Background: an optimization exercise with open tools, aiming at small area, a short achievable clock period and few clock cycles per item. Do not read the settings as production practice. RTL that was checked went through simulation tests only; none was proved equivalent to the original. The RTL of run 1 was laid out without a check of its function. Power and IR drop assume default switching activity.

==> flow/design.v, too long to show whole: its modules and the start of the top module <==
// module decision_tree_classifier: 176 lines
module decision_tree_classifier (
    input   wire    clk,
    input   wire    rst,
    input   wire    start,
    input   signed  [31:0]  psd_gamma,
    input   signed  [31:0]  psd_beta,
    input   signed  [31:0]  psd_alpha,
    input   signed  [31:0]  psd_theta,
    input   signed  [31:0]  psd_delta,
    input   signed  [31:0]  peak_amplitude,
    input           [ 7:0]  zero_counter,
    input   signed  [31:0]  dwt_gamma_max,
    input   signed  [31:0]  dwt_gamma_min,
    input   signed  [31:0]  dwt_gamma_mean,
    input   signed  [31:0]  dwt_gamma_sum,
    input   signed  [31:0]  dwt_beta_max,
    input   signed  [31:0]  dwt_beta_min,
    input   signed  [31:0]  dwt_beta_mean,
    input   signed  [31:0]  dwt_beta_sum,
    input   signed  [31:0]  dwt_alpha_max,
    input   signed  [31:0]  dwt_alpha_min,
    input   signed  [31:0]  dwt_alpha_mean,
    input   signed  [31:0]  dwt_alpha_sum,
    input   signed  [31:0]  dwt_theta_max,
    input   signed  [31:0]  dwt_theta_min,
    input   signed  [31:0]  dwt_theta_mean,
    input   signed  [31:0]  dwt_theta_sum,
    input   signed  [31:0]  dwt_delta_max,
    input   signed  [31:0]  dwt_delta_min,
    input   signed  [31:0]  dwt_delta_mean,
    input   signed  [31:0]  dwt_delta_sum,
    output  reg             done,
    output  wire    [3:0]   class_label
);
  // ...
==> flow/flow/run.sh <==
#!/bin/bash
# Own layout flow: the standard ORFS flow and synthesis script, with three changes:
#  - ABC maps the logic with flow/abc.script (delay-targeted map) instead of ORFS's script;
#  - the port buffers are buf_1 instead of buffer_ports' default pick;
#  - the flow's timing repair aims at the setup margin set in flow/opts.sh.
# Each tool's output goes to the ORFS logs (orfs/logs/...) and to standard.log here.
set -euo pipefail
cd "$(dirname "$0")/.."
W=$(pwd)
source flow/opts.sh
cat > my_synth.tcl <<EOT
# synth_recipe.tcl with ABC's script replaced by flow/abc.script
proc abc {args} {
  set i [lsearch -exact \$args -script]
  if {\$i >= 0} { lset args [expr {\$i + 1}] $W/flow/abc.script }
  yosys abc {*}\$args
}
source $W/synth_recipe.tcl
EOT
sed "s#SYNTH_SCRIPT=[^ ]*synth_recipe.tcl#SYNTH_SCRIPT=$W/my_synth.tcl#" standard.sh > my_standard.sh
grep -q "SYNTH_SCRIPT=$W/my_synth.tcl" my_standard.sh
bash my_standard.sh > standard.log 2>&1
==> flow/flow/abc.script <==
strash
balance
rewrite
refactor
balance
rewrite
rewrite -z
balance
refactor -z
rewrite -z
balance
dch
map -D 1200
topo
stime -c
buffer -c
upsize -c
dnsize -c
==> flow/flow/opts.sh <==
export BUFFER_PORTS_ARGS="-buffer_cell sky130_fd_sc_hd__buf_1"
export SETUP_SLACK_MARGIN=9
export SETUP_SLACK_MARGIN=9.8
==> flow/standard.sh <==
#!/bin/bash
# synth_recipe.tcl (not shown) runs the flow's synth.tcl, then flattens the netlist and writes it again
# the make line also repeats each setting of config.mk as NAME=value (left out here)
make -C /OpenROAD-flow-scripts/flow DESIGN_CONFIG=/design/flow/config.mk WORK_HOME=/design/flow/orfs CLKGATE_MAP_FILE= SYNTH_SCRIPT=/design/flow/synth_recipe.tcl "${@:-finish}"
==> flow/config.mk <==
export PLATFORM = sky130hd
export DESIGN_NAME = decision_tree_classifier
export DESIGN_NICKNAME = decision_tree_classifier
export VERILOG_FILES = /design/flow/design.v
export SDC_FILE = /design/flow/constraint.sdc
export NUM_CORES = 4
export LEC_CHECK = 0
export CAP_MARGIN = 20
export CORE_AREA = 5 5 265 265
export CTS_BUF_LIST = sky130_fd_sc_hd__clkbuf_8
export DIE_AREA = 0 0 270 270
export PLACE_DENSITY = 0.6
export SLEW_MARGIN = 20
export SYNTH_MEMORY_MAX_BITS = 65536
==> flow/constraint.sdc <==
create_clock -name core_clock -period 14.0 [get_ports {clk}]
set_input_delay 2.8000 -clock core_clock [delete_from_list [all_inputs] [get_ports {clk}]]
set_output_delay 2.8000 -clock core_clock [all_outputs]
set_load 0.01 [all_outputs]
==> results.py, run 1 <==
metrics = {
    "detailed_routing": {
        "antenna_violating_nets_post_route": 0,
        "wire_per_inst_um": 19.8,
        "drt-pass1-iter-count": 5,
        "drc_errors": 0,
        "dr_vias": 11700,
    },
    "pwr": {
        "power_report.internal_total_mw": 0.187,
        "power_leader": "combinational cells",
        "pwr.group.combinational_mw": 0.245,
        "p_sw_mw": 0.178,
    },
    "cells_and_area": {
        "diodes": 20,
        "buffer_area_share_pct": 25.2,
        "finalNetCount": 2692,
        "seq_area_share_pct": 4.14,
        "drive_above_1_share_pct": 8.87,
        "final_core_util_pct": 16.1,
        "n_all_inverters": 191,
    },
    "global_route": {
        "grt_pass1_wl_mm": 73.4,
    },
    "die": {
        "fp.dieH_um": 270,
        "die_area_um2": 72900,
    },
    "synthesis": {
        "synthSimpleGateAreaFrac_pct": 42.2,
        "ys_async_sr_fraction_pct": 4.55,
        "share_of_synthesized_cell_area_in_full_adder_half_adder_and_majority_cells_pct": 0,
    },
    "outcome": {
        "outcome": "complete, no violations",
    },
    "clock_tree": {
        "cell_at_the_root_of_the_clock_tree": "sky130_fd_sc_hd__clkbuf_8",
        "cts_tree": "done",
        "clock_path_buffers": 2,
    },
    "worst_setup_path": {
        "crit_fanout": 5,
        "worstSetupStartpointType": "primary input",
        "cpMaxStageDelayCell": "sky130_fd_sc_hd__or3_1",
    },
    "timing": {
        "worstMarginPinSlew_ns": 0.814,
    },
}
==> run 2: changes to the inputs <==
--- a/flow/design.v
+++ b/flow/design.v
@@ -124,54 +124,38 @@
 wire c88 = ~(~dwt_theta_max[31] & (dwt_theta_max[30] | (dwt_theta_max[29] | (dwt_theta_max[28] | (dwt_theta_max[27] | (dwt_theta_max[26] & (dwt_theta_max[25] | (dwt_theta_max[24] & (dwt_theta_max[23] | (dwt_theta_max[22] & (dwt_theta_max[21] | (dwt_theta_max[20] & (dwt_theta_max[19] & (dwt_theta_max[18] & (dwt_theta_max[17] | (dwt_theta_max[16] | (dwt_theta_max[15] | (dwt_theta_max[14] | (dwt_theta_max[13] & (dwt_theta_max[12] | (dwt_theta_max[11] | (dwt_theta_max[10] & (dwt_theta_max[9] | (dwt_theta_max[8] | (dwt_theta_max[7] | (dwt_theta_max[6] & (dwt_theta_max[5] | (dwt_theta_max[4] | (dwt_theta_max[3] & (dwt_theta_max[2] & (dwt_theta_max[1] & dwt_theta_max[0])))))))))))))))))))))))))))))));    
 wire c89 = ~(~dwt_theta_mean[31] | (dwt_theta_mean[30] & (dwt_theta_mean[29] & (dwt_theta_mean[28] & (dwt_theta_mean[27] & (dwt_theta_mean[26] & (dwt_theta_mean[25] & (dwt_theta_mean[24] | (dwt_theta_mean[23] & (dwt_theta_mean[22] | (dwt_theta_mean[21] & (dwt_theta_mean[20] & (dwt_theta_mean[19] & (dwt_theta_mean[18] & (dwt_theta_mean[17] & (dwt_theta_mean[16] | (dwt_theta_mean[15] & (dwt_theta_mean[14] & (dwt_theta_mean[13] & (dwt_theta_mean[12] | (dwt_theta_mean[11] & (dwt_theta_mean[10] | (dwt_theta_mean[9] & (dwt_theta_mean[8] | (dwt_theta_mean[7] & (dwt_theta_mean[6] & (dwt_theta_mean[5] | (dwt_theta_mean[4] & (dwt_theta_mean[3] & (dwt_theta_mean[2] | dwt_theta_mean[1]))))))))))))))))))))))))))))));    
 wire c90 = ~(~dwt_delta_max[31] & (dwt_delta_max[30] | (dwt_delta_max[29] | (dwt_delta_max[28] | (dwt_delta_max[27] & (dwt_delta_max[26] | (dwt_delta_max[25] | (dwt_delta_max[24] | (dwt_delta_max[23] & (dwt_delta_max[22] | (dwt_delta_max[21] & (dwt_delta_max[20] | (dwt_delta_max[19] | (dwt_delta_max[18] | (dwt_delta_max[17] | (dwt_delta_max[16] | (dwt_delta_max[15] & (dwt_delta_max[14] | (dwt_delta_max[13] | (dwt_delta_max[12] & (dwt_delta_max[11] & (dwt_delta_max[10] & (dwt_delta_max[9] & (dwt_delta_max[8] & (dwt_delta_max[7] | (dwt_delta_max[6] | (dwt_delta_max[5] | (dwt_delta_max[4] & (dwt_delta_max[3] & dwt_delta_max[2])))))))))))))))))))))))))))));    
 wire c91 = ~(~dwt_delta_sum[31] & (dwt_delta_sum[30] | (dwt_delta_sum[29] | (dwt_delta_sum[28] | (dwt_delta_sum[27] | (dwt_delta_sum[26] & (dwt_delta_sum[25] | (dwt_delta_sum[24] | (dwt_delta_sum[23] & (dwt_delta_sum[22] | (dwt_delta_sum[21] | (dwt_delta_sum[20] | (dwt_delta_sum[19] & (dwt_delta_sum[18] | (dwt_delta_sum[17] | (dwt_delta_sum[16] & (dwt_delta_sum[15] & (dwt_delta_sum[14] | (dwt_delta_sum[13] | (dwt_delta_sum[12] & (dwt_delta_sum[11] | (dwt_delta_sum[10] & (dwt_delta_sum[9] | (dwt_delta_sum[8] & (dwt_delta_sum[7] & (dwt_delta_sum[6] | (dwt_delta_sum[5] | (dwt_delta_sum[4] & (dwt_delta_sum[3] | (dwt_delta_sum[2] | (dwt_delta_sum[1] | dwt_delta_sum[0])))))))))))))))))))))))))))))));    
 reg cmp_q0;
 reg cmp_q1;
 reg cmp_q2;
 reg cmp_q3;
-reg cmp_q4;
+reg sub_q4;
 reg sub_q5;
 reg sub_q6;
 reg cmp_q7;
 reg sub_q8;
 reg sub_q9;
-reg sub_q10;
-reg cmp_q11;
+reg cmp_q10;
+reg sub_q11;
 reg sub_q12;
-reg cmp_q13;
-reg sub_q14;
-reg sub_q15;
-reg cmp_q16;
-reg cmp_q17;
-reg sub_q18;
-reg sub_q19;
-reg sub_q20;
 always_ff @(posedge clk or posedge rst) begin
     if (rst) done <= 1'b0;
     else     done <= start;
 end
 always_ff @(posedge clk) begin
     cmp_q0 <= c51;
     cmp_q1 <= c59;
     cmp_q2 <= c31;
     cmp_q3 <= c73;
-    cmp_q4 <= c64;
-    sub_q5 <= (c14 ? (c10 ? (c42 ? (c79 ? 1'b0 : 1'b1) : 1'b0) : 1'b0) : (c87 ? (c27 ? (c1 ? 1'b0 : (c35 ? 1'b1 : 1'b0)) : (c34 ? 1'b1 : 1'b0)) : (c47 ? (c80 ? 1'b1 : (c45 ? 1'b1 : 1'b0)) : (c25 ? (c50 ? 1'b0 : 1'b1) : 1'b1))));
-    sub_q6 <= (c22 ? (c91 ? (c84 ? 1'b0 : 1'b1) : 1'b1) : (c41 ? (c69 ? 1'b1 : 1'b0) : 1'b0));
-    cmp_q7 <= c11;
-    sub_q8 <= (c82 ? 1'b0 : (c44 ? 1'b0 : (c43 ? (c76 ? (c57 ? 1'b1 : 1'b0) : 1'b1) : 1'b0)));
-    sub_q9 <= (c83 ? (c26 ? (c21 ? 1'b0 : (c16 ? 1'b0 : 1'b1)) : (c72 ? (c12 ? 1'b1 : 1'b0) : 1'b1)) : (c46 ? 1'b1 : (c71 ? (c78 ? 1'b0 : 1'b1) : 1'b1)));
-    sub_q10 <= (c55 ? (c54 ? 1'b0 : 1'b1) : 1'b0);
-    cmp_q11 <= c5;
-    sub_q12 <= (c49 ? (c61 ? (c39 ? (c60 ? 1'b1 : (c0 ? 1'b0 : 1'b1)) : (c15 ? 1'b1 : 1'b0)) : (c23 ? 1'b0 : (c4 ? 1'b1 : 1'b0))) : (c85 ? 1'b0 : 1'b1));
-    cmp_q13 <= c70;
-    sub_q14 <= (c47 ? (c65 ? (c90 ? (c6 ? (c86 ? 1'b1 : 1'b0) : (c40 ? 1'b0 : 1'b1)) : (c28 ? 1'b1 : 1'b0)) : 1'b1) : (c77 ? (c19 ? 1'b0 : 1'b1) : (c7 ? 1'b0 : 1'b1)));
-    sub_q15 <= (c48 ? (c62 ? (c63 ? 1'b0 : (c29 ? 1'b1 : 1'b0)) : 1'b0) : 1'b0);
-    cmp_q16 <= c37;
-    cmp_q17 <= c81;
-    sub_q18 <= (c68 ? (c53 ? (c56 ? 1'b1 : 1'b0) : (c74 ? 1'b0 : (c8 ? 1'b1 : 1'b0))) : (c18 ? (c17 ? (c30 ? 1'b0 : 1'b1) : (c33 ? 1'b0 : (c38 ? 1'b0 : 1'b1))) : (c58 ? (c36 ? (c89 ? 1'b1 : 1'b0) : 1'b1) : (c13 ? 1'b1 : 1'b0))));
-    sub_q19 <= (c75 ? (c52 ? (c3 ? 1'b0 : 1'b1) : (c32 ? (c24 ? (c2 ? 1'b0 : 1'b1) : 1'b0) : (c66 ? 1'b0 : (c67 ? 1'b1 : 1'b0)))) : (c88 ? 1'b0 : 1'b1));
-    sub_q20 <= (c9 ? (c20 ? 1'b1 : 1'b0) : 1'b1);
+    sub_q4 <= (c64 ? (c14 ? (c10 ? (c42 ? (c79 ? 1'b0 : 1'b1) : 1'b0) : 1'b0) : (c87 ? (c27 ? (c1 ? 1'b0 : (c35 ? 1'b1 : 1'b0)) : (c34 ? 1'b1 : 1'b0)) : (c47 ? (c80 ? 1'b1 : (c45 ? 1'b1 : 1'b0)) : (c25 ? (c50 ? 1'b0 : 1'b1) : 1'b1)))) : (c22 ? (c91 ? (c84 ? 1'b0 : 1'b1) : 1'b1) : (c41 ? (c69 ? 1'b1 : 1'b0) : 1'b0)));
+    sub_q5 <= (c11 ? (c82 ? 1'b0 : (c44 ? 1'b0 : (c43 ? (c76 ? (c57 ? 1'b1 : 1'b0) : 1'b1) : 1'b0))) : (c83 ? (c26 ? (c21 ? 1'b0 : (c16 ? 1'b0 : 1'b1)) : (c72 ? (c12 ? 1'b1 : 1'b0) : 1'b1)) : (c46 ? 1'b1 : (c71 ? (c78 ? 1'b0 : 1'b1) : 1'b1))));
+    sub_q6 <= (c55 ? (c54 ? 1'b0 : 1'b1) : 1'b0);
+    cmp_q7 <= c5;
+    sub_q8 <= (c49 ? (c61 ? (c39 ? (c60 ? 1'b1 : (c0 ? 1'b0 : 1'b1)) : (c15 ? 1'b1 : 1'b0)) : (c23 ? 1'b0 : (c4 ? 1'b1 : 1'b0))) : (c85 ? 1'b0 : 1'b1));
+    sub_q9 <= (c70 ? (c47 ? (c65 ? (c90 ? (c6 ? (c86 ? 1'b1 : 1'b0) : (c40 ? 1'b0 : 1'b1)) : (c28 ? 1'b1 : 1'b0)) : 1'b1) : (c77 ? (c19 ? 1'b0 : 1'b1) : (c7 ? 1'b0 : 1'b1))) : (c48 ? (c62 ? (c63 ? 1'b0 : (c29 ? 1'b1 : 1'b0)) : 1'b0) : 1'b0));
+    cmp_q10 <= c37;
+    sub_q11 <= (c81 ? (c68 ? (c53 ? (c56 ? 1'b1 : 1'b0) : (c74 ? 1'b0 : (c8 ? 1'b1 : 1'b0))) : (c18 ? (c17 ? (c30 ? 1'b0 : 1'b1) : (c33 ? 1'b0 : (c38 ? 1'b0 : 1'b1))) : (c58 ? (c36 ? (c89 ? 1'b1 : 1'b0) : 1'b1) : (c13 ? 1'b1 : 1'b0)))) : (c75 ? (c52 ? (c3 ? 1'b0 : 1'b1) : (c32 ? (c24 ? (c2 ? 1'b0 : 1'b1) : 1'b0) : (c66 ? 1'b0 : (c67 ? 1'b1 : 1'b0)))) : (c88 ? 1'b0 : 1'b1)));
+    sub_q12 <= (c9 ? (c20 ? 1'b1 : 1'b0) : 1'b1);
 end
-assign class_label = {3'd0, (cmp_q0 ? (cmp_q1 ? (cmp_q2 ? (cmp_q3 ? (cmp_q4 ? sub_q5 : sub_q6) : (cmp_q7 ? sub_q8 : sub_q9)) : sub_q10) : (cmp_q11 ? sub_q12 : (cmp_q13 ? sub_q14 : sub_q15))) : (cmp_q16 ? (cmp_q17 ? sub_q18 : sub_q19) : sub_q20))};
+assign class_label = {3'd0, (cmp_q0 ? (cmp_q1 ? (cmp_q2 ? (cmp_q3 ? sub_q4 : sub_q5) : sub_q6) : (cmp_q7 ? sub_q8 : sub_q9)) : (cmp_q10 ? sub_q11 : sub_q12))};
 endmodule
==> flow/flow/opts.sh (replaced) <==
export BUFFER_PORTS_ARGS="-buffer_cell sky130_fd_sc_hd__buf_1"
export SETUP_SLACK_MARGIN=9
==> results.py, run 2 <==
metrics = {
    "outcome": {
        "outcome": "complete, no violations",
    },
    "clock_tree": {
        "cell_at_the_root_of_the_clock_tree": "sky130_fd_sc_hd__clkbuf_8",
        "numCtsBuffers": 3,
        "post-cts-setup-buffer-count": 0,
        "clock_path_buffers": 2,
        "path_clk_slew_ns": 0.10,
        "cts_tree": "done",
        "cts_htree_levels": 1,
        "clock_sink_count": 14,
    },
    "global_route": {
        "first_global_vias": 11500,
        "global_route.overflow_total": 0,
        "grt_pass1_wl_mm": 74.6,
        "antenna_found_initial": 36,
        "pin_count_of_the_biggest_net_entering_global_routing": 9,
        "grt_use_total_pct": 13.8,
    },
    "timing": {
        "layout_worst_path_cycle_share_pct": 34.8,
        "setup_viol": 0,
        "hold_viol": 0,
        "fin_setup_tns_ns": 0,
        "max_slew_margin_pct": 32.4,
        "slew_viol_final": 0,
        "timing.fmax_ghz": 0.206,
        "period_minus_slack_ns": 4.87,
        "worstMarginPinSlew_ns": 1.00,
        "grt_setup_unrepaired": "true",
    },
    "worst_setup_path": {
        "critPathRequiredTime_ns": 14.17,
        "worst_setup_path_end_kind": "flip-flop",
        "cpMaxStageDelayCell": "sky130_fd_sc_hd__a311oi_2",
        "critical_path_class": "in2reg",
        "slowest_delay_ns": 0.48,
        "arrival_ns": 5.03,
        "worstSetupStartpointType": "primary input",
        "crit_chain": "buf_1, a31o_1, o21ai_1, nand3_1, a21boi_1, o21ai_0, a311oi_2, o22ai_1, a21oi_1, a21boi_0, buf_4, o22ai_2",
        "path_buf_inv": 2,
        "critical_path.top_delay_family": "compound AO/OA/AOI/OAI gates",
        "crit_fanout": 4,
    },
    "die": {
        "core_area_um2": 67200,
        "rows": 95,
        "die_area_um2": 72900,
        "fp.dieH_um": 270,
        "die_boundary_width_um": 270,
        "effective_utilization_at_floorplan_pct": 9.32,
        "floorplan.io_pins": 848,
    },
    "detailed_routing": {
        "wire_per_inst_um": 20.0,
        "drc_errors": 0,
        "post_drt_via_cell_ratio": 4.19,
        "drt-pass1-iter-count": 8,
        "drtIter0Drc": 697,
        "antenna_violating_nets_post_route": 0,
        "dr_vias": 11400,
        "routed_wirelength_mm": 54.6,
    },
    "synthesis": {
        "synthesized_instance_count": 1173,
        "synth-seq-cells": 14,
        "number_of_synthesized_flops_with_an_enable_pin": 0,
        "synthMostInstantiatedCell": "sky130_fd_sc_hd__inv_1",
        "ys_top_cells_by_count": "185 x sky130_fd_sc_hd__inv_1, 156 x sky130_fd_sc_hd__nor2_1, 148 x sky130_fd_sc_hd__nand2_1, 111 x sky130_fd_sc_hd__a21oi_1, 81 x sky130_fd_sc_hd__nand3_1",
        "netlist.area_leader.share_pct": 11.1,
        "yosys_warnings": 1,
        "ys_async_sr_fraction_pct": 7.14,
        "synth-main-ff-cell": "sky130_fd_sc_hd__dfxtp_1",
        "syn_area_um2": 6260,
        "avgSynthCellArea_um2": 5.33,
        "netlist_top_cells_area": "sky130_fd_sc_hd__inv_1 11%, sky130_fd_sc_hd__nor2_1 9.4%, sky130_fd_sc_hd__a21oi_1 8.9%",
        "yosysSeqAreaShare_pct": 4.56,
        "netlist.top_cell.by_area": "sky130_fd_sc_hd__inv_1",
        "yosys.cell_types.count": 70,
    },
    "hold_path": {
        "hold_path_class": "in2async",
    },
    "placement": {
        "place.gp.congestion": 0.959,
        "place.detailed.hpwl_mm": 50.6,
        "port_buffers": 668,
    },
    "cells_and_area": {
        "layout.filler_cells": 8014,
        "multiInputGateArea_um2": 5290,
        "storage_cell_area_um2": 285,
        "final_cell_mix": "668 x sky130_fd_sc_hd__buf_1, 185 x sky130_fd_sc_hd__inv_1, 155 x sky130_fd_sc_hd__nor2_1, 148 x sky130_fd_sc_hd__nand2_1, 108 x sky130_fd_sc_hd__a21oi_1",
        "finalNetCount": 2690,
        "drive_above_1_share_pct": 3.03,
        "layout_commonest_cell": "sky130_fd_sc_hd__buf_1",
        "flow.area_growth_from_synthesis_pct": 60.3,
    },
    "pwr": {
        "cellLeakagePower_nw": 3.42,
        "report.power.total_mw": 0.323,
        "worst_ir_drop_vdd_mv": 0.0258,
        "p_per_area_nw_per_um2": 32.2,
    },
    "flow_run": {
        "maxCapViolations": 0,
    },
}
==> run 2: cell types whose count changed after synthesis, moves of 6 or more <==
cell                       delta
sky130_fd_sc_hd__o21ai_0     -18
sky130_fd_sc_hd__nand2_1     +11
sky130_fd_sc_hd__dfxtp_1      -8
sky130_fd_sc_hd__nor2_1       +8
sky130_fd_sc_hd__o21ai_1      +8
sky130_fd_sc_hd__nand4_1      -7
sky130_fd_sc_hd__nand3_1      -6
sky130_fd_sc_hd__o311ai_1     +6
==> run 2: logic make-up after synthesis <==
family                 share of synthesized area (%)
AO/OA/AOI/OAI                                   39.7
buffers and inverters                           12.2
other                                         0.0599
flip-flops                                      4.56
multiplexers                                   0.320
AND/OR/NAND/NOR                                 43.1
==> run 2: final cells by class <==
type	count	area share, %
multi-input cells	961	52.7
repair buffers	672	25.3
well taps	873	10.9
inverters	195	7.32
flip-flops and latches	14	2.85
clock buffers	4	0.549
diodes	15	0.374
==> run 2: timing repair <==
item	in CTS	in global routing
endpoints found under the setup margin	3	4
gates resized for setup	7	7
hold buffers	0	0
endpoints found under the hold margin	0	0
==> run 2: power breakdown <==
part	switching [mW]	leakage, nW	internal (mW)
clock network	0.0237	0.0289	0.0251
logic	0.144	3.27	0.0857
registers	0.00166	0.121	0.0430
total	0.169	3.42	0.154
==> run 2: metrics by stage <==
step | std cells | util (%) | hold slack, ns | setup WS, ns | instance area, um2
floorplan | 1175 | - | 2.53 | 9.74 | 6260
detailed placement | 2715 | 14.7 | 2.61 | 8.34 | 9870
CTS | 2719 | 14.8 | 2.28 | 8.85 | 9950
finish | 2734 | 14.9 | 2.31 | 9.13 | 10000
global route | 2734 | 14.9 | 2.31 | 8.89 | 10000
global placement | 2715 | 14.7 | 2.61 | 7.79 | 9860
==> run 2: path summary, 6_finish.rpt <==
kind,from,endpoint,cells after the start
max,psd_delta[2],sub_q11$_DFF_P_,12
min in group core_clock,start,done$_DFF_PP0_,1
min,rst,done$_DFF_PP0_,2
max in group asynchronous,rst,done$_DFF_PP0_,2
==> run 2: layer usage <==
layer,part of all wire [%],wire [um],GRT usage [%],vias up
met4,4.5,2470,5.07,22
met3,7.9,4300,3.63,108
met5,0.25,139,0,-
li1,-,-,-,5641
met1,38,20500,15.0,5052
met2,50,27200,25.5,619
Testbench counts of run 2, summed over its fixed seeds: cycles 3,200, items 3,200.
==> run 3: changes to the inputs <==
==> flow/flow/opts.sh (replaced) <==
export BUFFER_PORTS_ARGS="-buffer_cell sky130_fd_sc_hd__buf_1"
export SETUP_SLACK_MARGIN=9
export SETUP_SLACK_MARGIN=9.6
==> results.py, run 3 <==
metrics = {
    "synthesis": {
        "avgSynthCellArea_um2": 5.33,
        "synth-seq-cells": 14,
        "netlist.area_leader.share_pct": 11.1,
        "synthesized_instance_count": 1173,
        "syn_area_um2": 6260,
        "ys_top_cells_by_count": "185 x sky130_fd_sc_hd__inv_1, 156 x sky130_fd_sc_hd__nor2_1, 148 x sky130_fd_sc_hd__nand2_1, 111 x sky130_fd_sc_hd__a21oi_1, 81 x sky130_fd_sc_hd__nand3_1",
        "yosys.cell_types.count": 70,
        "synth-main-ff-cell": "sky130_fd_sc_hd__dfxtp_1",
        "netlist_top_cells_area": "sky130_fd_sc_hd__inv_1 11%, sky130_fd_sc_hd__nor2_1 9.4%, sky130_fd_sc_hd__a21oi_1 8.9%",
        "ys_async_sr_fraction_pct": 7.14,
        "number_of_synthesized_flops_with_an_enable_pin": 0,
        "yosysSeqAreaShare_pct": 4.56,
        "synthMostInstantiatedCell": "sky130_fd_sc_hd__inv_1",
        "netlist.top_cell.by_area": "sky130_fd_sc_hd__inv_1",
        "yosys_warnings": 1,
    },
    "worst_setup_path": {
        "critPathCapture": "sub_q11$_DFF_P_",
        "arrival_ns": 4.82,
        "worstSetupStartpointType": "primary input",
        "worst_setup_path_end_kind": "flip-flop",
        "critical_path.startpoint": "peak_amplitude[3]",
        "critical_path_class": "in2reg",
        "critPathRequiredTime_ns": 14.17,
        "crit_fanout": 4,
    },
    "pwr": {
        "pwr-share-comb_pct": 72.8,
        "cellLeakagePower_nw": 3.69,
        "power_report.internal_total_mw": 0.163,
        "p_sw_mw": 0.181,
        "report.power.total_mw": 0.344,
        "power.sequential.fraction_pct": 13.0,
        "p_per_area_nw_per_um2": 31.7,
        "switching_share_pct": 52.6,
        "share_clk_of_total_power_pct": 14.3,
        "worst_ir_drop_vdd_mv": 0.0262,
    },
    "clock_tree": {
        "cts_tree": "done",
        "cts_htree_levels": 1,
        "numCtsBuffers": 3,
        "clock_sink_count": 14,
        "clock_path_buffers": 2,
        "path_clk_slew_ns": 0.10,
        "cell_at_the_root_of_the_clock_tree": "sky130_fd_sc_hd__clkbuf_8",
        "cts-hold-fix-buffers": 0,
    },
    "flow_run": {
        "maxCapViolations": 0,
    },
    "detailed_routing": {
        "drc_errors": 0,
        "post_drt_via_cell_ratio": 4.24,
        "antenna_violating_nets_post_route": 0,
        "dr_vias": 11700,
        "drt-pass1-iter-count": 7,
        "drtIter0Drc": 599,
        "routed_wirelength_mm": 55.3,
        "wire_per_inst_um": 20.0,
    },
    "placement": {
        "placement.setup.worst_slack_ns": 8.34,
        "numPlacedInstances": 2715,
        "place.detailed.hpwl_mm": 50.6,
        "place.gp.congestion": 0.959,
        "port_buffers": 668,
        "placedInstanceArea_um2": 9870,
    },
    "outcome": {
        "outcome": "complete, no violations",
    },
    "global_route": {
        "grt_use_total_pct": 13.8,
        "global_route.overflow_total": 0,
        "first_global_vias": 11600,
        "pin_count_of_the_biggest_net_entering_global_routing": 9,
        "grt_pass1_wl_mm": 75.1,
        "antenna_found_initial": 36,
    },
    "cells_and_area": {
        "final_cell_mix": "641 x sky130_fd_sc_hd__buf_1, 181 x sky130_fd_sc_hd__inv_1, 142 x sky130_fd_sc_hd__nand2_1, 139 x sky130_fd_sc_hd__nor2_1, 93 x sky130_fd_sc_hd__a21oi_1",
        "finalNetCount": 2708,
        "drive_above_1_share_pct": 10.2,
        "final_area_um2": 10800,
        "fin_cells": 2757,
        "final_core_util_pct": 16.1,
        "flow.area_growth_from_synthesis_pct": 73.3,
        "layout_commonest_cell": "sky130_fd_sc_hd__buf_1",
    },
    "die": {
        "fp.dieH_um": 270,
        "die_boundary_width_um": 270,
        "effective_utilization_at_floorplan_pct": 9.32,
        "core_area_um2": 67200,
        "die_area_um2": 72900,
        "floorplan.io_pins": 848,
        "rows": 95,
    },
    "timing": {
        "timing.hold.ws_ns": 2.30,
        "grt_setup_unrepaired": "true",
        "layout_worst_path_cycle_share_pct": 33.2,
        "period_minus_slack_ns": 4.64,
        "final_critical_path_setup_slack_ns": 9.36,
        "hold_viol": 0,
        "max_slew_margin_pct": 54.2,
        "fin_setup_tns_ns": 0,
        "slew_viol_final": 0,
        "timing.fmax_ghz": 0.215,
        "setup_viol": 0,
        "worstMarginPinSlew_ns": 0.681,
    },
    "hold_path": {
        "hold_path_class": "in2async",
    },
}
-- run 3: worst min-delay path by stage --
stage	depth (start not counted)	endpoint	slack, ns	startpoint
2_1_floorplan	1	done$_DFF_PP0_	2.53	rst
3_3_place_gp	2	done$_DFF_PP0_	2.61	rst
3_5_place_dp	2	done$_DFF_PP0_	2.61	rst
4_1_cts	2	done$_DFF_PP0_	2.28	rst
5_1_grt	2	done$_DFF_PP0_	2.31	rst
6_report	2	done$_DFF_PP0_	2.30	rst
-- run 3: kinds of logic (layout without fill, tap and decap cells) --
logic type,after synthesis,count (layout),synth area share (%)
flip-flops,14,14,4.56
other,1,23,0.0599
AND/OR/NAND/NOR,572,572,43.1
AO/OA/AOI/OAI,384,384,39.7
multiplexers,2,2,0.320
buffers and inverters,200,889,12.2
-- run 3: layout make-up --
| class | count | area [um2] |
|---|---|---|
| antenna | 20 | 50.0 |
| clock buffer | 4 | 55.1 |
| fill | 7945 | 56300 |
| inverter | 195 | 734 |
| multi-input combinational | 961 | 5860 |
| sequential | 14 | 285 |
| tap | 873 | 1090 |
| timing repair buffer | 690 | 2770 |
-- run 3: repair_timing --
action | 4_1_cts | 5_1_grt
resized for setup | 105 | 89
setup buffers | 10 | 8
pin swaps | 29 | 53
endpoints found under the setup margin | 7 | 6
-- run 3: power by group through the flow --
stage	Sequential, mW	Clock [mW]	Combinational [mW]
after global routing	0.0449	0.0533	0.277
after CTS	0.0447	0.0533	0.241
after floorplan	0.0447	0	0.0900
after detailed placement	0.0456	0	0.228
after global placement	0.0456	0	0.226
final	0.0447	0.0490	0.250
-- run 3: worst max-delay path, stage by stage --
cell and delay (ns):
sky130_fd_sc_hd__clkbuf_2 0.12, sky130_fd_sc_hd__or2_1 0.27, sky130_fd_sc_hd__a2111oi_2 0.32, sky130_fd_sc_hd__o22ai_1 0.13, sky130_fd_sc_hd__o21ai_2 0.18, sky130_fd_sc_hd__a211oi_2 0.14
sky130_fd_sc_hd__o211ai_1 0.49, sky130_fd_sc_hd__a21oi_1 0.09, sky130_fd_sc_hd__o21ai_1 0.18, sky130_fd_sc_hd__o22ai_2 0.09
-- run 3: routing by layer --
metal | GRT usage, % | vias up | part of all wire [%]
li1 | - | 5683 | -
met2 | 25.6 | 638 | 50
met1 | 15.0 | 5232 | 37
met5 | 0 | - | 0.23
met3 | 3.55 | 109 | 8.0
met4 | 5.37 | 20 | 4.7
==> run 4: changes to the inputs <==
==> flow/flow/opts.sh (replaced) <==
export BUFFER_PORTS_ARGS="-buffer_cell sky130_fd_sc_hd__buf_1"
export SETUP_SLACK_MARGIN=9
export SETUP_SLACK_MARGIN=0
==> results.py, run 4 <==
metrics = {
    "outcome": {
        "outcome": "complete, no violations",
    },
    "clock_tree": {
        "path_clk_slew_ns": 0.10,
        "ctsResizeCount": 0,
        "clock_path_buffers": 2,
        "post-cts-setup-buffer-count": 0,
        "cts-hold-fix-buffers": 0,
        "numCtsBuffers": 3,
        "clock_sink_count": 14,
        "cell_at_the_root_of_the_clock_tree": "sky130_fd_sc_hd__clkbuf_8",
        "cts_tree": "done",
        "cts_htree_levels": 1,
    },
    "timing": {
        "layout_worst_path_cycle_share_pct": 37.1,
        "slew_viol_final": 0,
        "hold_viol": 0,
        "timing.fmax_ghz": 0.193,
        "worstMarginPinSlew_ns": 1.18,
        "max_slew_margin_pct": 20.6,
        "setup_viol": 0,
        "grt_setup_unrepaired": "false",
        "period_minus_slack_ns": 5.19,
        "fin_setup_tns_ns": 0,
        "final_critical_path_setup_slack_ns": 8.81,
    },
    "synthesis": {
        "ys_async_sr_fraction_pct": 7.14,
        "netlist_top_cells_area": "sky130_fd_sc_hd__inv_1 11%, sky130_fd_sc_hd__nor2_1 9.4%, sky130_fd_sc_hd__a21oi_1 8.9%",
        "netlist.top_cell.by_area": "sky130_fd_sc_hd__inv_1",
        "synth-main-ff-cell": "sky130_fd_sc_hd__dfxtp_1",
        "avgSynthCellArea_um2": 5.33,
        "yosysSeqAreaShare_pct": 4.56,
        "ys_top_cells_by_count": "185 x sky130_fd_sc_hd__inv_1, 156 x sky130_fd_sc_hd__nor2_1, 148 x sky130_fd_sc_hd__nand2_1, 111 x sky130_fd_sc_hd__a21oi_1, 81 x sky130_fd_sc_hd__nand3_1",
        "netlist.area_leader.share_pct": 11.1,
        "yosys.cell_types.count": 70,
        "yosys_warnings": 1,
        "number_of_synthesized_flops_with_an_enable_pin": 0,
        "synthesized_instance_count": 1173,
        "synth-seq-cells": 14,
        "synthMostInstantiatedCell": "sky130_fd_sc_hd__inv_1",
        "syn_area_um2": 6260,
    },
    "detailed_routing": {
        "routed_wirelength_mm": 54.5,
        "post_drt_via_cell_ratio": 4.19,
        "drc_errors": 0,
        "drt-pass1-iter-count": 6,
        "wire_per_inst_um": 19.9,
        "drtIter0Drc": 687,
        "dr_vias": 11500,
        "antenna_violating_nets_post_route": 0,
    },
    "die": {
        "rows": 95,
        "effective_utilization_at_floorplan_pct": 9.32,
        "floorplan.io_pins": 848,
        "fp.dieH_um": 270,
        "core_area_um2": 67200,
        "die_area_um2": 72900,
        "die_boundary_width_um": 270,
    },
    "global_route": {
        "grt_use_total_pct": 13.8,
        "antenna_found_initial": 35,
        "global_route.overflow_total": 0,
        "pin_count_of_the_biggest_net_entering_global_routing": 9,
        "first_global_vias": 11500,
        "grt_pass1_wl_mm": 74.6,
    },
    "cells_and_area": {
        "fin_cells": 2737,
        "flow.area_growth_from_synthesis_pct": 59.3,
        "finalNetCount": 2690,
        "layout_commonest_cell": "sky130_fd_sc_hd__buf_1",
        "drive_above_1_share_pct": 2.44,
        "final_area_um2": 9970,
        "final_cell_mix": "668 x sky130_fd_sc_hd__buf_1, 185 x sky130_fd_sc_hd__inv_1, 156 x sky130_fd_sc_hd__nor2_1, 148 x sky130_fd_sc_hd__nand2_1, 111 x sky130_fd_sc_hd__a21oi_1",
        "layout.filler_cells": 8018,
    },
    "placement": {
        "place.gp.congestion": 0.959,
        "placedInstanceArea_um2": 9870,
        "numPlacedInstances": 2715,
        "place.detailed.hpwl_mm": 50.6,
        "placement.setup.worst_slack_ns": 8.34,
        "port_buffers": 668,
    },
    "worst_setup_path": {
        "arrival_ns": 5.41,
        "critPathRequiredTime_ns": 14.21,
        "worstSetupStartpointType": "primary input",
        "crit_fanout": 3,
        "worst_setup_path_end_kind": "flip-flop",
        "critical_path_class": "in2reg",
    },
    "flow_run": {
        "maxCapViolations": 0,
    },
    "hold_path": {
        "hold_path_class": "in2async",
    },
    "pwr": {
        "worst_ir_drop_vdd_mv": 0.0256,
        "cellLeakagePower_nw": 3.41,
        "p_per_area_nw_per_um2": 32.2,
        "report.power.total_mw": 0.321,
    },
}
## run 4: critical path: stages
cell	delay, ns
sky130_fd_sc_hd__buf_1	0.08
sky130_fd_sc_hd__nor4_1	0.54
sky130_fd_sc_hd__nand3_1	0.31
sky130_fd_sc_hd__nor2_2	0.23
sky130_fd_sc_hd__a31oi_1	0.30
sky130_fd_sc_hd__a21oi_1	0.38
sky130_fd_sc_hd__nand2_1	0.09
sky130_fd_sc_hd__a21oi_1	0.15
sky130_fd_sc_hd__o22ai_1	0.19
sky130_fd_sc_hd__nand2_1	0.11
sky130_fd_sc_hd__nand3_1	0.09
sky130_fd_sc_hd__o22ai_2	0.14
## run 4: kinds of logic (layout without fill, tap and decap cells)
family / after synthesis / count (layout) / synth area share [%]
flip-flops: 14 / 14 / 4.56
buffers and inverters: 200 / 871 / 12.2
AO/OA/AOI/OAI: 384 / 384 / 39.7
other: 1 / 21 / 0.0599
AND/OR/NAND/NOR: 572 / 572 / 43.1
multiplexers: 2 / 2 / 0.320
## run 4: layout make-up
class	instances	area, um2	area share, %
multi-input combinational	961	5220	52.4
timing repair buffer	672	2540	25.5
tap	873	1090	11.0
inverter	195	734	7.37
sequential	14	285	2.86
clock buffer	4	55.1	0.552
antenna	18	45.0	0.452
## run 4: worst paths after layout
path	startpoint	endpoint	slack (ns)	cells past startpoint
max in group asynchronous	rst	done$_DFF_PP0_	11.61	2
hold / removal	rst	done$_DFF_PP0_	2.31	2
min in group core_clock	start	done$_DFF_PP0_	2.71	1
setup / recovery	psd_theta[21]	sub_q11$_DFF_P_	8.81	12
## run 4: metrics by stage
stage | utilization [%] | hold slack (ns)
after floorplan | - | 2.53
after global placement | 14.7 | 2.61
after detailed placement | 14.7 | 2.61
after CTS | 14.8 | 2.28
after global routing | 14.8 | 2.31
final | 14.8 | 2.31
## run 4: power breakdown
group	switching, mW	leakage [nW]	total (mW)	internal (mW)
Combinational	0.143	3.26	0.228	0.0851
Clock	0.0233	0.0289	0.0484	0.0251
Sequential	0.00162	0.121	0.0446	0.0430
Total	0.168	3.41	0.321	0.153
## run 4: per-layer routing
metal / wire length, um / track usage, %
met1: 20300 / 15.1
met2: 27000 / 25.4
met3: 4550 / 3.62
met4: 2570 / 5.16
met5: 125 / 0
==> run 5: changes to the inputs <==
==> flow/flow/opts.sh (replaced) <==
export BUFFER_PORTS_ARGS="-buffer_cell sky130_fd_sc_hd__buf_1"
export SETUP_SLACK_MARGIN=9
export SETUP_SLACK_MARGIN=8.3
==> results.py, run 5 <==
metrics = {
    "worst_setup_path": {
        "slowest_delay_ns": 0.54,
        "path_buf_inv": 1,
        "crit_fanout": 3,
        "critical_path.top_delay_family": "simple AND/OR/NAND/NOR gates",
        "critical_path_class": "in2reg",
        "critPathRequiredTime_ns": 14.21,
        "arrival_ns": 5.41,
        "worstSetupStartpointType": "primary input",
        "cpMaxStageDelayCell": "sky130_fd_sc_hd__nor4_1",
        "worst_setup_path_end_kind": "flip-flop",
        "crit_chain": "buf_1, nor4_1, nand3_1, nor2_2, a31oi_1, a21oi_1, nand2_1, a21oi_1, o22ai_1, nand2_1, nand3_1, o22ai_2",
    },
    "synthesis": {
        "synthesized_instance_count": 1173,
        "netlist.top_cell.by_area": "sky130_fd_sc_hd__inv_1",
        "number_of_synthesized_flops_with_an_enable_pin": 0,
        "yosys_warnings": 1,
        "ys_top_cells_by_count": "185 x sky130_fd_sc_hd__inv_1, 156 x sky130_fd_sc_hd__nor2_1, 148 x sky130_fd_sc_hd__nand2_1, 111 x sky130_fd_sc_hd__a21oi_1, 81 x sky130_fd_sc_hd__nand3_1",
        "netlist.area_leader.share_pct": 11.1,
        "netlist_top_cells_area": "sky130_fd_sc_hd__inv_1 11%, sky130_fd_sc_hd__nor2_1 9.4%, sky130_fd_sc_hd__a21oi_1 8.9%",
        "synth-seq-cells": 14,
        "yosysSeqAreaShare_pct": 4.56,
        "synthMostInstantiatedCell": "sky130_fd_sc_hd__inv_1",
        "synth-main-ff-cell": "sky130_fd_sc_hd__dfxtp_1",
        "ys_async_sr_fraction_pct": 7.14,
        "syn_area_um2": 6260,
        "avgSynthCellArea_um2": 5.33,
        "yosys.cell_types.count": 70,
    },
    "pwr": {
        "power.sequential.fraction_pct": 13.9,
        "switching_share_pct": 52.3,
        "p_per_area_nw_per_um2": 32.2,
        "share_clk_of_total_power_pct": 15.1,
        "power_report.internal_total_mw": 0.153,
        "p_sw_mw": 0.168,
        "cellLeakagePower_nw": 3.41,
        "pwr-share-comb_pct": 71.1,
        "worst_ir_drop_vdd_mv": 0.0256,
    },
    "global_route": {
        "global_route.overflow_total": 0,
        "grt_pass1_wl_mm": 74.6,
        "antenna_found_initial": 35,
        "pin_count_of_the_biggest_net_entering_global_routing": 9,
        "first_global_vias": 11500,
        "grt_use_total_pct": 13.8,
    },
    "detailed_routing": {
        "wire_per_inst_um": 19.9,
        "post_drt_via_cell_ratio": 4.19,
        "drtIter0Drc": 687,
        "drt-pass1-iter-count": 6,
        "antenna_violating_nets_post_route": 0,
        "dr_vias": 11500,
        "drc_errors": 0,
        "routed_wirelength_mm": 54.5,
    },
    "cells_and_area": {
        "layout.filler_cells": 8018,
        "final_core_util_pct": 14.8,
        "finalNetCount": 2690,
        "final_cell_mix": "668 x sky130_fd_sc_hd__buf_1, 185 x sky130_fd_sc_hd__inv_1, 156 x sky130_fd_sc_hd__nor2_1, 148 x sky130_fd_sc_hd__nand2_1, 111 x sky130_fd_sc_hd__a21oi_1",
        "fin_cells": 2737,
        "layout_commonest_cell": "sky130_fd_sc_hd__buf_1",
        "final_area_um2": 9970,
        "drive_above_1_share_pct": 2.44,
        "flow.area_growth_from_synthesis_pct": 59.3,
    },
    "placement": {
        "port_buffers": 668,
        "place.gp.congestion": 0.959,
        "numPlacedInstances": 2715,
        "placedInstanceArea_um2": 9870,
        "place.detailed.hpwl_mm": 50.6,
    },
    "outcome": {
        "outcome": "complete, no violations",
    },
    "clock_tree": {
        "path_clk_slew_ns": 0.10,
        "cts-hold-fix-buffers": 0,
        "cts_tree": "done",
        "ctsResizeCount": 0,
        "numCtsBuffers": 3,
        "cell_at_the_root_of_the_clock_tree": "sky130_fd_sc_hd__clkbuf_8",
        "clock_path_buffers": 2,
        "cts_htree_levels": 1,
        "clock_sink_count": 14,
        "post-cts-setup-buffer-count": 0,
    },
    "timing": {
        "layout_worst_path_cycle_share_pct": 37.1,
        "grt_setup_unrepaired": "false",
        "slew_viol_final": 0,
        "period_minus_slack_ns": 5.19,
        "max_slew_margin_pct": 20.6,
        "timing.fmax_ghz": 0.193,
        "hold_viol": 0,
        "setup_viol": 0,
        "worstMarginPinSlew_ns": 1.18,
        "fin_setup_tns_ns": 0,
    },
    "die": {
        "effective_utilization_at_floorplan_pct": 9.32,
        "core_area_um2": 67200,
        "fp.dieH_um": 270,
        "floorplan.io_pins": 848,
        "die_area_um2": 72900,
        "rows": 95,
        "die_boundary_width_um": 270,
    },
    "flow_run": {
        "maxCapViolations": 0,
    },
    "hold_path": {
        "hold_path_class": "in2async",
    },
}
[run 5: per-stage QoR]
step                hold WS [ns]  worst slack [ns]  total power [mW]
finish                      2.31              8.81             0.321
global route                2.31              8.51             0.354
CTS                         2.28              8.66             0.327
detailed placement          2.61              8.34             0.273
global placement            2.61              7.79             0.272
floorplan                   2.53              9.74             0.135
[run 5: worst paths after layout]
path	startpoint	to	slack [ns]	cells after the start
min	rst	done$_DFF_PP0_	2.31	2
min in group core_clock	start	done$_DFF_PP0_	2.71	1
max in group asynchronous	rst	done$_DFF_PP0_	11.61	2
max	psd_theta[21]	sub_q11$_DFF_P_	8.81	12
[run 5: layer usage]
| metal | vias to the layer above | GRT usage, % | share of wire [%] |
|---|---|---|---|
| met4 | 20 | 5.16 | 4.7 |
| met1 | 5062 | 15.1 | 37 |
| li1 | 5645 | - | - |
| met3 | 112 | 3.62 | 8.3 |
| met5 | - | 0 | 0.23 |
| met2 | 637 | 25.4 | 50 |
[run 5: power groups by stage]
stage                     clock network (mW)  logic, mW  registers, mW
after floorplan                            0     0.0900         0.0447
final                                 0.0484      0.228         0.0446
after global placement                     0      0.226         0.0456
after global routing                  0.0533      0.256         0.0449
after detailed placement                   0      0.228         0.0456
after CTS                             0.0533      0.229         0.0447
[run 5: area by class of cell]
cell class / count / area, um2 / share of cell area (%)
Antenna cell: 18 / 45.0 / 0.452
Inverter: 195 / 734 / 7.37
Multi-Input combinational cell: 961 / 5220 / 52.4
Tap cell: 873 / 1090 / 11.0
Timing Repair Buffer: 672 / 2540 / 25.5
Clock buffer: 4 / 55.1 / 0.552
Sequential cell: 14 / 285 / 2.86
[run 5: cells by family (layout without fill, tap and decap cells)]
group           after synthesis  after routing  share of synthesized area (%)
simple gates                572            572                           43.1
compound gates              384            384                           39.7
buf+inv                     200            871                           12.2
flops                        14             14                           4.56
mux                           2              2                          0.320
other cells                   1             21                         0.0599
==> run 6: changes to the inputs <==
==> flow/flow/opts.sh (replaced) <==
export BUFFER_PORTS_ARGS="-buffer_cell sky130_fd_sc_hd__buf_1"
export SETUP_SLACK_MARGIN=9
export SETUP_SLACK_MARGIN=9.3
==> results.py, run 6 <==
metrics = {
    "timing": {
        "hold_viol": 0,
        "layout_worst_path_cycle_share_pct": 33.0,
        "timing.fmax_ghz": 0.216,
        "timing.hold.ws_ns": 2.31,
        "worstMarginPinSlew_ns": 0.987,
        "setup_viol": 0,
        "max_slew_margin_pct": 33.5,
        "fin_setup_tns_ns": 0,
        "slew_viol_final": 0,
        "period_minus_slack_ns": 4.62,
        "grt_setup_unrepaired": "true",
    },
    "die": {
        "core_area_um2": 67200,
        "floorplan.io_pins": 848,
        "rows": 95,
        "die_area_um2": 72900,
        "fp.dieH_um": 270,
        "effective_utilization_at_floorplan_pct": 9.32,
        "die_boundary_width_um": 270,
    },
    "global_route": {
        "grt_pass1_wl_mm": 74.9,
        "global_route.overflow_total": 0,
        "pin_count_of_the_biggest_net_entering_global_routing": 9,
        "grt_use_total_pct": 13.8,
        "first_global_vias": 11500,
        "antenna_found_initial": 36,
    },
    "worst_setup_path": {
        "worstSetupStartpointType": "primary input",
        "path_buf_inv": 1,
        "timing.critical_path.mode_cell": "sky130_fd_sc_hd__a21oi_1",
        "slowest_delay_ns": 0.77,
        "crit_chain": "buf_1, nor2_1, a21boi_0, o311ai_0, nand4_1, a21oi_1, o21ai_0, o22ai_1, a21oi_1",
        "crit_fanout": 3,
        "cpMaxStageDelayCell": "sky130_fd_sc_hd__o21ai_0",
        "arrival_ns": 4.84,
        "critical_path.top_delay_family": "compound AO/OA/AOI/OAI gates",
        "critical_path_class": "in2reg",
        "worst_setup_path_end_kind": "flip-flop",
        "critPathRequiredTime_ns": 14.21,
    },
    "synthesis": {
        "synthesized_instance_count": 1173,
        "avgSynthCellArea_um2": 5.33,
        "syn_area_um2": 6260,
        "netlist.area_leader.share_pct": 11.1,
        "ys_async_sr_fraction_pct": 7.14,
        "ys_top_cells_by_count": "185 x sky130_fd_sc_hd__inv_1, 156 x sky130_fd_sc_hd__nor2_1, 148 x sky130_fd_sc_hd__nand2_1, 111 x sky130_fd_sc_hd__a21oi_1, 81 x sky130_fd_sc_hd__nand3_1",
        "yosys.cell_types.count": 70,
        "synthMostInstantiatedCell": "sky130_fd_sc_hd__inv_1",
        "netlist.top_cell.by_area": "sky130_fd_sc_hd__inv_1",
        "yosysSeqAreaShare_pct": 4.56,
        "yosys_warnings": 1,
        "synth-main-ff-cell": "sky130_fd_sc_hd__dfxtp_1",
        "netlist_top_cells_area": "sky130_fd_sc_hd__inv_1 11%, sky130_fd_sc_hd__nor2_1 9.4%, sky130_fd_sc_hd__a21oi_1 8.9%",
        "number_of_synthesized_flops_with_an_enable_pin": 0,
        "synth-seq-cells": 14,
    },
    "clock_tree": {
        "clock_path_buffers": 2,
        "path_clk_slew_ns": 0.10,
        "numCtsBuffers": 3,
        "clock_sink_count": 14,
        "cts_tree": "done",
        "cts_htree_levels": 1,
        "cell_at_the_root_of_the_clock_tree": "sky130_fd_sc_hd__clkbuf_8",
        "cts-hold-fix-buffers": 0,
    },
    "cells_and_area": {
        "finalNetCount": 2698,
        "storage_cell_area_um2": 285,
        "layout_commonest_cell": "sky130_fd_sc_hd__buf_1",
        "drive_above_1_share_pct": 6.31,
        "fin_cells": 2743,
        "multiInputGateArea_um2": 5580,
        "layout.filler_cells": 7988,
        "flow.area_growth_from_synthesis_pct": 66.2,
        "final_cell_mix": "655 x sky130_fd_sc_hd__buf_1, 184 x sky130_fd_sc_hd__inv_1, 150 x sky130_fd_sc_hd__nor2_1, 147 x sky130_fd_sc_hd__nand2_1, 103 x sky130_fd_sc_hd__a21oi_1",
    },
    "placement": {
        "place.gp.congestion": 0.959,
        "place.detailed.hpwl_mm": 50.6,
        "port_buffers": 668,
        "numPlacedInstances": 2715,
    },
    "detailed_routing": {
        "dr_vias": 11600,
        "met1Wirelength_mm": 20.5,
        "drt-pass1-iter-count": 8,
        "post_drt_via_cell_ratio": 4.23,
        "wire_per_inst_um": 20.0,
        "routed_wl_met3_mm": 4.49,
        "drc_errors": 0,
        "routed_wirelength_mm": 54.9,
        "antenna_violating_nets_post_route": 0,
        "routed_wl_met2_mm": 27.2,
        "drtIter0Drc": 651,
        "route.top_layer_used": "met5",
    },
    "flow_run": {
        "maxCapViolations": 0,
    },
    "pwr": {
        "cellLeakagePower_nw": 3.54,
        "p_per_area_nw_per_um2": 31.9,
        "worst_ir_drop_vdd_mv": 0.0252,
    },
    "hold_path": {
        "hold_path_class": "in2async",
    },
    "outcome": {
        "outcome": "complete, no violations",
    },
}
[run 6: cell counts after synthesis]
No cell type changed its count.
[run 6: what timing repair did]
item,CTS,global route
pin swaps,4,17
setup endpoints to repair,5,5
buffers inserted,2,6
gates resized for setup,35,55
[run 6: logic make-up (layout without fill, tap and decap cells)]
logic type,after synthesis,in the layout,synth area share [%]
AOI/OAI and AO/OA,384,384,39.7
buffers and inverters,200,879,12.2
DFF,14,14,4.56
muxes,2,2,0.320
other,1,19,0.0599
and+or+nand+nor,572,572,43.1
[run 6: routing by layer]
layer	up-vias	GRT usage [%]
met5	-	0
met1	5137	15.0
met2	663	25.5
li1	5654	-
met3	120	3.61
met4	20	5.16
[run 6: final timing paths]
path | slack (ns) | end | startpoint | cells after the start
max | 9.38 | sub_q4$_DFF_P_ | dwt_alpha_min[4] | 9
min | 2.31 | done$_DFF_PP0_ | rst | 2
max in group asynchronous | 11.60 | done$_DFF_PP0_ | rst | 2
min in group core_clock | 2.71 | done$_DFF_PP0_ | start | 1
[run 6: area by class of cell]
class / count / area share (%)
timing repair buffer: 680 / 25.1
sequential: 14 / 2.74
clock buffer: 4 / 0.529
inverter: 195 / 7.06
antenna: 16 / 0.385
tap: 873 / 10.5
multi-input combinational: 961 / 53.6
[run 6: power breakdown]
part | internal (mW) | switching [mW] | total (mW)
sequential | 0.0430 | 0.00169 | 0.0447
combinational | 0.0895 | 0.150 | 0.239
clock | 0.0251 | 0.0231 | 0.0482
[run 6: metrics by stage]
stage	util, %	cell area (um2)	setup WS [ns]	total power, mW
2_1_floorplan	-	6260	9.74	0.135
3_3_place_gp	14.7	9860	7.79	0.272
3_5_place_dp	14.7	9870	8.34	0.273
4_1_cts	15.0	10100	9.21	0.332
5_1_grt	15.5	10400	9.24	0.365
6_report	15.5	10400	9.38	0.332
==> run 7: changes to the inputs <==
==> flow/flow/opts.sh (replaced) <==
export BUFFER_PORTS_ARGS="-buffer_cell sky130_fd_sc_hd__buf_1"
export SETUP_SLACK_MARGIN=9
export SETUP_SLACK_MARGIN=9.6
--- a/flow/config.mk
+++ b/flow/config.mk
@@ -12,3 +12,4 @@
 export PLACE_DENSITY = 0.6
 export SLEW_MARGIN = 20
 export SYNTH_MEMORY_MAX_BITS = 65536
+export TNS_END_PERCENT = 0
==> results.py, run 7 <==
metrics = {
    "outcome": {
        "outcome": "complete, no violations",
    },
    "die": {
        "fp.dieH_um": 270,
        "floorplan.io_pins": 848,
        "die_boundary_width_um": 270,
        "effective_utilization_at_floorplan_pct": 9.32,
        "rows": 95,
        "die_area_um2": 72900,
        "core_area_um2": 67200,
    },
    "cells_and_area": {
        "drive_above_1_share_pct": 6.15,
        "layout.filler_cells": 7987,
        "final_area_um2": 10400,
        "final_cell_mix": "658 x sky130_fd_sc_hd__buf_1, 185 x sky130_fd_sc_hd__inv_1, 151 x sky130_fd_sc_hd__nor2_1, 147 x sky130_fd_sc_hd__nand2_1, 104 x sky130_fd_sc_hd__a21oi_1",
        "multiInputGateArea_um2": 5580,
        "flow.area_growth_from_synthesis_pct": 66.5,
        "final_core_util_pct": 15.5,
        "finalNetCount": 2699,
        "storage_cell_area_um2": 285,
        "layout_commonest_cell": "sky130_fd_sc_hd__buf_1",
    },
    "synthesis": {
        "synth-seq-cells": 14,
        "yosys.cell_types.count": 70,
        "yosys_warnings": 1,
        "ys_top_cells_by_count": "185 x sky130_fd_sc_hd__inv_1, 156 x sky130_fd_sc_hd__nor2_1, 148 x sky130_fd_sc_hd__nand2_1, 111 x sky130_fd_sc_hd__a21oi_1, 81 x sky130_fd_sc_hd__nand3_1",
        "synth-main-ff-cell": "sky130_fd_sc_hd__dfxtp_1",
        "syn_area_um2": 6260,
        "ys_async_sr_fraction_pct": 7.14,
        "number_of_synthesized_flops_with_an_enable_pin": 0,
        "avgSynthCellArea_um2": 5.33,
        "synthMostInstantiatedCell": "sky130_fd_sc_hd__inv_1",
        "netlist.top_cell.by_area": "sky130_fd_sc_hd__inv_1",
        "yosysSeqAreaShare_pct": 4.56,
        "netlist.area_leader.share_pct": 11.1,
        "synthesized_instance_count": 1173,
        "netlist_top_cells_area": "sky130_fd_sc_hd__inv_1 11%, sky130_fd_sc_hd__nor2_1 9.4%, sky130_fd_sc_hd__a21oi_1 8.9%",
    },
    "global_route": {
        "first_global_vias": 11600,
        "grt_use_total_pct": 13.8,
        "pin_count_of_the_biggest_net_entering_global_routing": 9,
        "antenna_found_initial": 37,
        "global_route.overflow_total": 0,
        "grt_pass1_wl_mm": 74.8,
    },
    "clock_tree": {
        "path_clk_slew_ns": 0.10,
        "cts_htree_levels": 1,
        "clock_path_buffers": 2,
        "cts-hold-fix-buffers": 0,
        "clock_sink_count": 14,
        "cell_at_the_root_of_the_clock_tree": "sky130_fd_sc_hd__clkbuf_8",
        "numCtsBuffers": 3,
        "cts_tree": "done",
    },
    "worst_setup_path": {
        "worst_setup_path_end_kind": "flip-flop",
        "worstSetupStartpointType": "primary input",
        "arrival_ns": 4.77,
        "critPathCapture": "sub_q4$_DFF_P_",
        "critical_path_class": "in2reg",
        "critical_path.startpoint": "peak_amplitude[5]",
        "critPathRequiredTime_ns": 14.17,
        "crit_fanout": 6,
    },
    "pwr": {
        "cellLeakagePower_nw": 3.54,
        "p_per_area_nw_per_um2": 31.8,
        "worst_ir_drop_vdd_mv": 0.0253,
    },
    "placement": {
        "placement.setup.worst_slack_ns": 8.34,
        "place.gp.congestion": 0.959,
        "placedInstanceArea_um2": 9870,
        "place.detailed.hpwl_mm": 50.6,
        "port_buffers": 668,
    },
    "timing": {
        "max_slew_margin_pct": 51.1,
        "slew_viol_final": 0,
        "period_minus_slack_ns": 4.60,
        "layout_worst_path_cycle_share_pct": 32.9,
        "worstMarginPinSlew_ns": 0.729,
        "final_critical_path_setup_slack_ns": 9.40,
        "setup_viol": 0,
        "grt_setup_unrepaired": "true",
        "fin_setup_tns_ns": 0,
        "timing.fmax_ghz": 0.217,
        "hold_viol": 0,
    },
    "detailed_routing": {
        "drc_errors": 0,
        "drt-pass1-iter-count": 8,
        "dr_vias": 11600,
        "drtIter0Drc": 620,
        "post_drt_via_cell_ratio": 4.21,
        "wire_per_inst_um": 19.9,
        "routed_wirelength_mm": 54.8,
        "antenna_violating_nets_post_route": 0,
    },
    "flow_run": {
        "maxCapViolations": 0,
    },
    "hold_path": {
        "hold_path_class": "in2async",
    },
}
run 7: cells by family after synthesis:
| kind of cell | count (synthesis) | share of synthesized area, % |
|---|---|---|
| AND/OR/NAND/NOR | 572 | 43.1 |
| AO/OA/AOI/OAI | 384 | 39.7 |
| buffers and inverters | 200 | 12.2 |
| flip-flops | 14 | 4.56 |
| multiplexers | 2 | 0.320 |
| other | 1 | 0.0599 |
run 7: timing repair:
| item | CTS | global route |
|---|---|---|
| buffers inserted | 5 | 4 |
| gates resized for setup | 74 | 15 |
| hold endpoints to repair | 0 | 0 |
| pin swaps | 15 | 9 |
| endpoints found under the setup margin | 7 | 6 |
run 7: routing by layer:
| metal | share of wire [%] | GRT usage (%) | vias up |
|---|---|---|---|
| met5 | 0.23 | 0 | - |
| met4 | 5.2 | 5.66 | 20 |
| met3 | 8.4 | 3.60 | 121 |
| met2 | 49 | 25.3 | 622 |
| met1 | 37 | 15.0 | 5145 |
| li1 | - | - | 5668 |
run 7: where the power goes:
group / internal [mW] / switching (mW) / leakage (nW) / total [mW]
clock: 0.0251 / 0.0231 / 0.0289 / 0.0482
combinational: 0.0895 / 0.149 / 3.40 / 0.238
sequential: 0.0430 / 0.00167 / 0.121 / 0.0446
total: 0.158 / 0.174 / 3.54 / 0.331
run 7: worst max-delay path, cell delays in order:
cell and delay [ns]:
sky130_fd_sc_hd__buf_2 0.14, sky130_fd_sc_hd__a21oi_1 0.24, sky130_fd_sc_hd__nor3b_1 0.09, sky130_fd_sc_hd__o31ai_1 0.29, sky130_fd_sc_hd__a31oi_1 0.17, sky130_fd_sc_hd__o41ai_2 0.46, sky130_fd_sc_hd__nand4_1 0.14, sky130_fd_sc_hd__nand2_1 0.12
sky130_fd_sc_hd__nand3_1 0.10, sky130_fd_sc_hd__a31oi_1 0.16, sky130_fd_sc_hd__a21oi_1 0.05
run 7: cell type report:
cell class	instances	area share, %
diodes	20	0.480
clock buffers	4	0.529
inverters	195	7.05
multi-input cells	961	53.5
flip-flops and latches	14	2.74
well taps	873	10.5
repair buffers	681	25.2
run 7: how the worst min path moves through the flow:
stage / startpoint / to / slack [ns] / cells after the start
global placement: rst / done$_DFF_PP0_ / 2.61 / 2
detailed placement: rst / done$_DFF_PP0_ / 2.61 / 2
global route: rst / done$_DFF_PP0_ / 2.31 / 2
CTS: rst / done$_DFF_PP0_ / 2.28 / 2
finish: rst / done$_DFF_PP0_ / 2.31 / 2
floorplan: rst / done$_DFF_PP0_ / 2.53 / 1
run 7: per-stage QoR:
| step | hold slack (ns) | std cells | total power, mW |
|---|---|---|---|
| floorplan | 2.53 | 1175 | 0.135 |
| global placement | 2.61 | 2715 | 0.272 |
| detailed placement | 2.61 | 2715 | 0.273 |
| global route | 2.31 | 2745 | 0.365 |
| CTS | 2.28 | 2724 | 0.336 |
| finish | 2.31 | 2748 | 0.331 |
==> run 8: changes to the inputs <==
==> flow/flow/opts.sh (replaced) <==
export BUFFER_PORTS_ARGS="-buffer_cell sky130_fd_sc_hd__buf_1"
export SETUP_SLACK_MARGIN=9
export SETUP_SLACK_MARGIN=9.6
export SETUP_SLACK_MARGIN=9.3
==> results.py, run 8 <==
metrics = {
    "synthesis": {
        "netlist.top_cell.by_area": "sky130_fd_sc_hd__inv_1",
        "number_of_synthesized_flops_with_an_enable_pin": 0,
        "netlist.area_leader.share_pct": 11.1,
        "ys_top_cells_by_count": "185 x sky130_fd_sc_hd__inv_1, 156 x sky130_fd_sc_hd__nor2_1, 148 x sky130_fd_sc_hd__nand2_1, 111 x sky130_fd_sc_hd__a21oi_1, 81 x sky130_fd_sc_hd__nand3_1",
        "ys_async_sr_fraction_pct": 7.14,
        "netlist_top_cells_area": "sky130_fd_sc_hd__inv_1 11%, sky130_fd_sc_hd__nor2_1 9.4%, sky130_fd_sc_hd__a21oi_1 8.9%",
        "syn_area_um2": 6260,
        "avgSynthCellArea_um2": 5.33,
        "yosys_warnings": 1,
        "yosys.cell_types.count": 70,
        "yosysSeqAreaShare_pct": 4.56,
        "synth-seq-cells": 14,
        "synthMostInstantiatedCell": "sky130_fd_sc_hd__inv_1",
        "synthesized_instance_count": 1173,
        "synth-main-ff-cell": "sky130_fd_sc_hd__dfxtp_1",
    },
    "detailed_routing": {
        "dr_vias": 11600,
        "antenna_violating_nets_post_route": 0,
        "routed_wirelength_mm": 54.8,
        "drc_errors": 0,
        "wire_per_inst_um": 20.0,
        "drt-pass1-iter-count": 7,
        "post_drt_via_cell_ratio": 4.23,
        "drtIter0Drc": 639,
    },
    "clock_tree": {
        "cts_tree": "done",
        "cts_htree_levels": 1,
        "clock_path_buffers": 2,
        "numCtsBuffers": 3,
        "clock_sink_count": 14,
        "path_clk_slew_ns": 0.10,
        "cell_at_the_root_of_the_clock_tree": "sky130_fd_sc_hd__clkbuf_8",
    },
    "global_route": {
        "grt_pass1_wl_mm": 74.8,
        "antenna_found_initial": 36,
        "first_global_vias": 11500,
        "pin_count_of_the_biggest_net_entering_global_routing": 9,
        "global_route.overflow_total": 0,
        "grt_use_total_pct": 13.8,
    },
    "hold_path": {
        "hold_path_class": "in2async",
    },
    "cells_and_area": {
        "final_area_um2": 10400,
        "final_cell_mix": "656 x sky130_fd_sc_hd__buf_1, 184 x sky130_fd_sc_hd__inv_1, 150 x sky130_fd_sc_hd__nor2_1, 147 x sky130_fd_sc_hd__nand2_1, 103 x sky130_fd_sc_hd__a21oi_1",
        "drive_above_1_share_pct": 6.15,
        "flow.area_growth_from_synthesis_pct": 65.6,
        "layout_commonest_cell": "sky130_fd_sc_hd__buf_1",
        "finalNetCount": 2697,
    },
    "timing": {
        "hold_viol": 0,
        "grt_setup_unrepaired": "true",
        "slew_viol_final": 0,
        "max_slew_margin_pct": 31.7,
        "layout_worst_path_cycle_share_pct": 33.2,
        "fin_setup_tns_ns": 0,
        "setup_viol": 0,
        "worstMarginPinSlew_ns": 1.01,
        "period_minus_slack_ns": 4.64,
        "timing.fmax_ghz": 0.215,
    },
    "die": {
        "core_area_um2": 67200,
        "rows": 95,
        "fp.dieH_um": 270,
        "die_boundary_width_um": 270,
        "effective_utilization_at_floorplan_pct": 9.32,
        "floorplan.io_pins": 848,
        "die_area_um2": 72900,
    },
    "worst_setup_path": {
        "worst_setup_path_end_kind": "flip-flop",
        "arrival_ns": 4.80,
        "slowest_delay_ns": 0.27,
        "crit_fanout": 5,
        "critPathRequiredTime_ns": 14.16,
        "crit_chain": "buf_1, nor4_2, nand2_1, nor2_4, nand2_2, nor2_2, o41ai_4, buf_4, buf_4, o2111a_1, o22ai_2, o311ai_4, o21ai_1, nand2_1",
        "critical_path_class": "in2reg",
        "critical_path.top_delay_family": "simple AND/OR/NAND/NOR gates",
        "path_buf_inv": 3,
        "cpMaxStageDelayCell": "sky130_fd_sc_hd__nor4_2",
        "worstSetupStartpointType": "primary input",
    },
    "flow_run": {
        "maxCapViolations": 0,
    },
    "pwr": {
        "cellLeakagePower_nw": 3.53,
        "worst_ir_drop_vdd_mv": 0.0252,
        "p_per_area_nw_per_um2": 31.9,
    },
    "placement": {
        "place.gp.congestion": 0.959,
        "place.detailed.hpwl_mm": 50.6,
        "port_buffers": 668,
        "placedInstanceArea_um2": 9870,
    },
    "outcome": {
        "outcome": "complete, no violations",
    },
}
run 8: cell counts after synthesis:
No cell type changed its count.
run 8: cell type report:
| cell class | count | area (um2) |
|---|---|---|
| multi-input combinational | 961 | 5550 |
| fill | 7993 | 56800 |
| antenna | 16 | 40.0 |
| tap | 873 | 1090 |
| inverter | 195 | 734 |
| clock buffer | 4 | 55.1 |
| timing repair buffer | 679 | 2610 |
| sequential | 14 | 285 |
run 8: kinds of logic (layout without fill, tap and decap cells):
kind of cell / Yosys count / after routing / synth area share, %
other: 1 / 19 / 0.0599
AO/OA/AOI/OAI: 384 / 384 / 39.7
multiplexers: 2 / 2 / 0.320
flip-flops: 14 / 14 / 4.56
AND/OR/NAND/NOR: 572 / 572 / 43.1
buffers and inverters: 200 / 878 / 12.2
run 8: path summary, 6_finish.rpt:
kind / start / end / slack [ns] / depth (start not counted)
min: rst / done$_DFF_PP0_ / 2.31 / 2
min in group core_clock: start / done$_DFF_PP0_ / 2.71 / 1
max: psd_gamma[24] / sub_q9$_DFF_P_ / 9.36 / 14
max in group asynchronous: rst / done$_DFF_PP0_ / 11.60 / 2
run 8: metrics by stage:
| step | utilization [%] | worst slack, ns | total power [mW] | instances | hold slack, ns |
|---|---|---|---|---|---|
| floorplan | - | 9.74 | 0.135 | 1175 | 2.53 |
| global placement | 14.7 | 7.79 | 0.272 | 2715 | 2.61 |
| detailed placement | 14.7 | 8.34 | 0.273 | 2715 | 2.61 |
| CTS | 15.0 | 9.21 | 0.330 | 2721 | 2.28 |
| global route | 15.4 | 9.24 | 0.364 | 2742 | 2.31 |
| finish | 15.4 | 9.36 | 0.331 | 2742 | 2.31 |
run 8: metal layers:
metal | global-route usage [%] | share of wire (%) | vias up
met5 | 0 | 0.23 | -
met4 | 5.12 | 4.9 | 20
met3 | 3.61 | 8.2 | 112
li1 | - | - | 5654
met2 | 25.5 | 50 | 659
met1 | 15.1 | 37 | 5147
run 8: power by group:
group          internal (mW)  switching (mW)  total, mW  leakage (nW)
combinational         0.0891           0.149      0.238          3.38
clock                 0.0251          0.0231     0.0482        0.0289
sequential            0.0430         0.00172     0.0447         0.121
run 8: repair_timing:
| action | CTS | global route |
|---|---|---|
| setup buffers | 2 | 5 |
| setup endpoints to repair | 5 | 5 |
| pin swaps | 4 | 15 |
| hold buffers | 0 | 0 |
| resized for setup | 28 | 57 |
| hold endpoints to repair | 0 | 0 |
